This design comes from an exercise in tuning for small area and a short achievable clock period on the open sky130 flow, not from production work. The clock input has no modelled driver; a real chip could not lean on it and would need a root buffer or a full tree. No activity file was given, so power comes from the tool's default toggle rates.

==> flow/design.v (excerpt) <==
module MBF(clk, reset, x_valid, x_in, y_valid, z_valid, y, z);
Size in the first run: roughly 29 I/O pins.
clock: 12.0 ns
lec_check: 0
cap_margin: 20
core_margin: 2
core_utilization: 55
slew_margin: 20
synth_hierarchical: 1
standard.sh (not shown) runs the stock make flow with config.mk's settings and CLKGATE_MAP_FILE= SYNTH_SCRIPT=/design/flow/synth_recipe.tcl, a recipe that flattens the netlist after the stock synthesis.
==> flow/flow/run.sh <==
#!/bin/bash
set -e
here=$(cd "$(dirname "$0")" && pwd)
export BUFFER_PORTS_ARGS="-buffer_cell sky130_fd_sc_hd__buf_2"
export POST_SYNTH_TCL="$here/post_synth.tcl"
export CTS_ARGS="-sink_clustering_enable -repair_clock_nets -dont_use_dummy_load -sink_clustering_size 32 -sink_clustering_max_diameter 100 -sink_clustering_buffer sky130_fd_sc_hd__clkbuf_16"
export POST_CTS_TCL="$here/post_cts.tcl"
bash standard.sh > standard.log 2>&1
==> flow/flow/post_cts.tcl <==
set block [ord::get_db_block]
foreach inst [$block getInsts] {
  if {[$inst getName] ne "clkbuf_0_clk"} { continue }
  set in_net [[$inst findITerm A] getNet]
  set out_net [[$inst findITerm X] getNet]
  set loads {}
  foreach it [$out_net getITerms] {
    if {[$it getInst] ne $inst} { lappend loads $it }
  }
  if {[llength $loads] > 4} {
    puts "post_cts: root buffer drives [llength $loads] loads, kept"
    break
  }
  foreach it $loads {
    $it disconnect
    $it connect $in_net
  }
  [$inst findITerm A] disconnect
  [$inst findITerm X] disconnect
  odb::dbInst_destroy $inst
  odb::dbNet_destroy $out_net
  puts "post_cts: removed root buffer, clock port drives [llength $loads] buffers"
}
estimate_parasitics -placement
report_clock_min_period
==> flow/flow/post_synth.tcl <==
# The delay line's polarity-flipping next-state cells come out of ABC at drive
# strength 2; they drive one flip-flop each and are far from critical.
foreach inst [get_cells *] {
  set m [get_property $inst ref_name]
  if {$m eq "sky130_fd_sc_hd__o2bb2ai_2"} {
    replace_cell $inst sky130_fd_sc_hd__o2bb2ai_1
  } elseif {$m eq "sky130_fd_sc_hd__a2bb2oi_2"} {
    replace_cell $inst sky130_fd_sc_hd__a2bb2oi_1
  }
}
The first run passed the timing, DRC and antenna checks.
Rerun with:
Settings changed: CORE_UTILIZATION 55 to 72.
What happened: The changed run finished clean. Total power is lower by 0.56%. Cell area is lower by 1.1%. Maximum frequency is higher by 0.61%. Flip-flop and latch count stays the same. Non-clock buffer count is lower by 1. Final cell count is lower by 7.6%. Sequential share of layout area is higher by 0.42 points. Clock power is lower by 6.8%. Global-route usage is higher by 5.3 points.
Rerun with:
Settings changed: CORE_UTILIZATION 72 to 65.
- register-to-register slack is about the same
- design area goes up slightly
- combinational power hardly moves
- total power is higher slightly
- worst hold slack stays flat
- core utilization fell by 6.7 points
- worst setup slack barely changes
- maximum frequency is about the same
No run of this note included a check of the RTL's function; only the layout flow was run.

========
build 76:
Another version of the RTL of MBF (not shown whole).
Size: about 780 cells after synthesis, ~210 flip-flops, roughly 29 I/O pins, about 11000 sq um of cells after synthesis.
==> flow/config.mk <==
export PLATFORM = sky130hd
export DESIGN_NAME = MBF
export DESIGN_NICKNAME = MBF
export VERILOG_FILES = /design/flow/design.v
export SDC_FILE = /design/flow/constraint.sdc
export NUM_CORES = 4
export LEC_CHECK = 0
export CAP_MARGIN = 20
export CORE_MARGIN = 2
export CORE_UTILIZATION = 65
export CTS_CLUSTER_SIZE = 30
export SLEW_MARGIN = 20
export SYNTH_HIERARCHICAL = 1
==> flow/constraint.sdc <==
create_clock -name core_clock -period 12.0 [get_ports {clk}]
set_input_delay 2.4000 -clock core_clock [delete_from_list [all_inputs] [get_ports {clk}]]
set_output_delay 2.4000 -clock core_clock [all_outputs]
set_load 0.01 [all_outputs]
==> flow/flow/run.sh <==
#!/bin/bash
set -e
export BUFFER_PORTS_ARGS="-buffer_cell sky130_fd_sc_hd__buf_2"
bash standard.sh > standard.log 2>&1
Having completed the whole flow, build 76 delivered a layout that passed the timing, DRC and antenna checks.
The following lists how build 9 was set up differently from build 76:
Settings: a deleted CTS_CLUSTER_SIZE that had been 30; a change of CORE_UTILIZATION from 65 to 40.
[summary]
Looking at relative area of clock buffers and inverters in the final design, build 9 sits above build 76. Going from build 76 to build 9, total number of tap cells has increased, share of the clock period used by the worst path went up 0.16 points, time the worst path needs with I/O delays and setup rose by 19 ps, number of levels in the clock H-tree stayed essentially flat. Comparing build 76 against build 9, there is no change at all in synthesized area. [compare] base=build 76 new=build 9: total power density per cell area held steady, worst hold slack shrank by 12 ps, insertion delay of the later-clocked pin in the worst-skew pair held steady, setup slack shrank by 19 ps, total chip power grew by 0.065 mW.
### build 9 -> build 93
Settings: CORE_UTILIZATION changed from 40 to 65.
-- flow/flow/run.sh --
<<< build 9, line 3
>>> build 93, line 3
here=$(cd "$(dirname "$0")" && pwd)
<<< build 9, line 4
>>> build 93, line 5
export POST_SYNTH_TCL="$here/post_synth.tcl"
export CTS_ARGS="-sink_clustering_enable -repair_clock_nets -dont_use_dummy_load -sink_clustering_size 24 -sink_clustering_buffer sky130_fd_sc_hd__clkbuf_8"
==> flow/flow/post_synth.tcl (new file) <==
# The delay line's polarity-flipping next-state cells come out of ABC at drive
# strength 2; they drive one flip-flop each and are far from critical.
foreach inst [get_cells *] {
  set m [get_property $inst ref_name]
  if {$m eq "sky130_fd_sc_hd__o2bb2ai_2"} {
    replace_cell $inst sky130_fd_sc_hd__o2bb2ai_1
  } elseif {$m eq "sky130_fd_sc_hd__a2bb2oi_2"} {
    replace_cell $inst sky130_fd_sc_hd__a2bb2oi_1
  }
}
[summary]
- Comparing build 9 with build 93, the hold slack came out essentially unchanged.
- Summary — sequential share of layout area, build 93 relative to build 9: higher, by 2.0 points.
- Relative to build 9, area of the die decreased by about 40% in build 93.
- Of build 93 and build 9, build 9 shows the lower post-place setup slack, with build 93 above it.
No functional check of the RTL was part of any run of this note.

afterwards: timing with drivers on the ports:
The flow's constraints put no driver on any port. The routed layouts listed below were extracted and timed again, unchanged, in two steps. Step 1, drivers: a clkbuf_16 drives clk and a buf_2 each remaining input, both assumed. Step 2 also shifts input and output timing later by t, the mid clock arrival at the registers, as if the neighbouring blocks saw the same clock. Three values: no drivers, after step 1, after step 2; two values: the first two.
run | shift t [ns] | slack for setup (ns) | worst hold slack (ns) | worst register clock-pin slew, ns | cell pins on the clock port's net
the first run of note 1 | 0.375 | 8.780 / 8.722 / 8.960 | 0.357 / 0.357 / 0.357 | 0.12 / 0.12 | 2
the second run of note 1 | 0.383 | 8.800 / 8.743 / 8.983 | 0.362 / 0.362 / 0.362 | 0.12 / 0.12 | 2
the third run of note 1 | 0.378 | 8.801 / 8.743 / 8.995 | 0.361 / 0.361 / 0.361 | 0.12 / 0.12 | 2
build 76 | 0.546 | 8.654 / 8.607 / 8.868 | 0.364 / 0.364 / 0.364 | 0.06 / 0.06 | 1
build 9 | 0.553 | 8.635 / 8.589 / 8.864 | 0.352 / 0.352 / 0.352 | 0.06 / 0.06 | 1
build 93 | 0.492 | 8.710 / 8.665 / 8.866 | 0.353 / 0.353 / 0.353 | 0.06 / 0.06 | 1
After both steps every run listed still meets setup and hold.
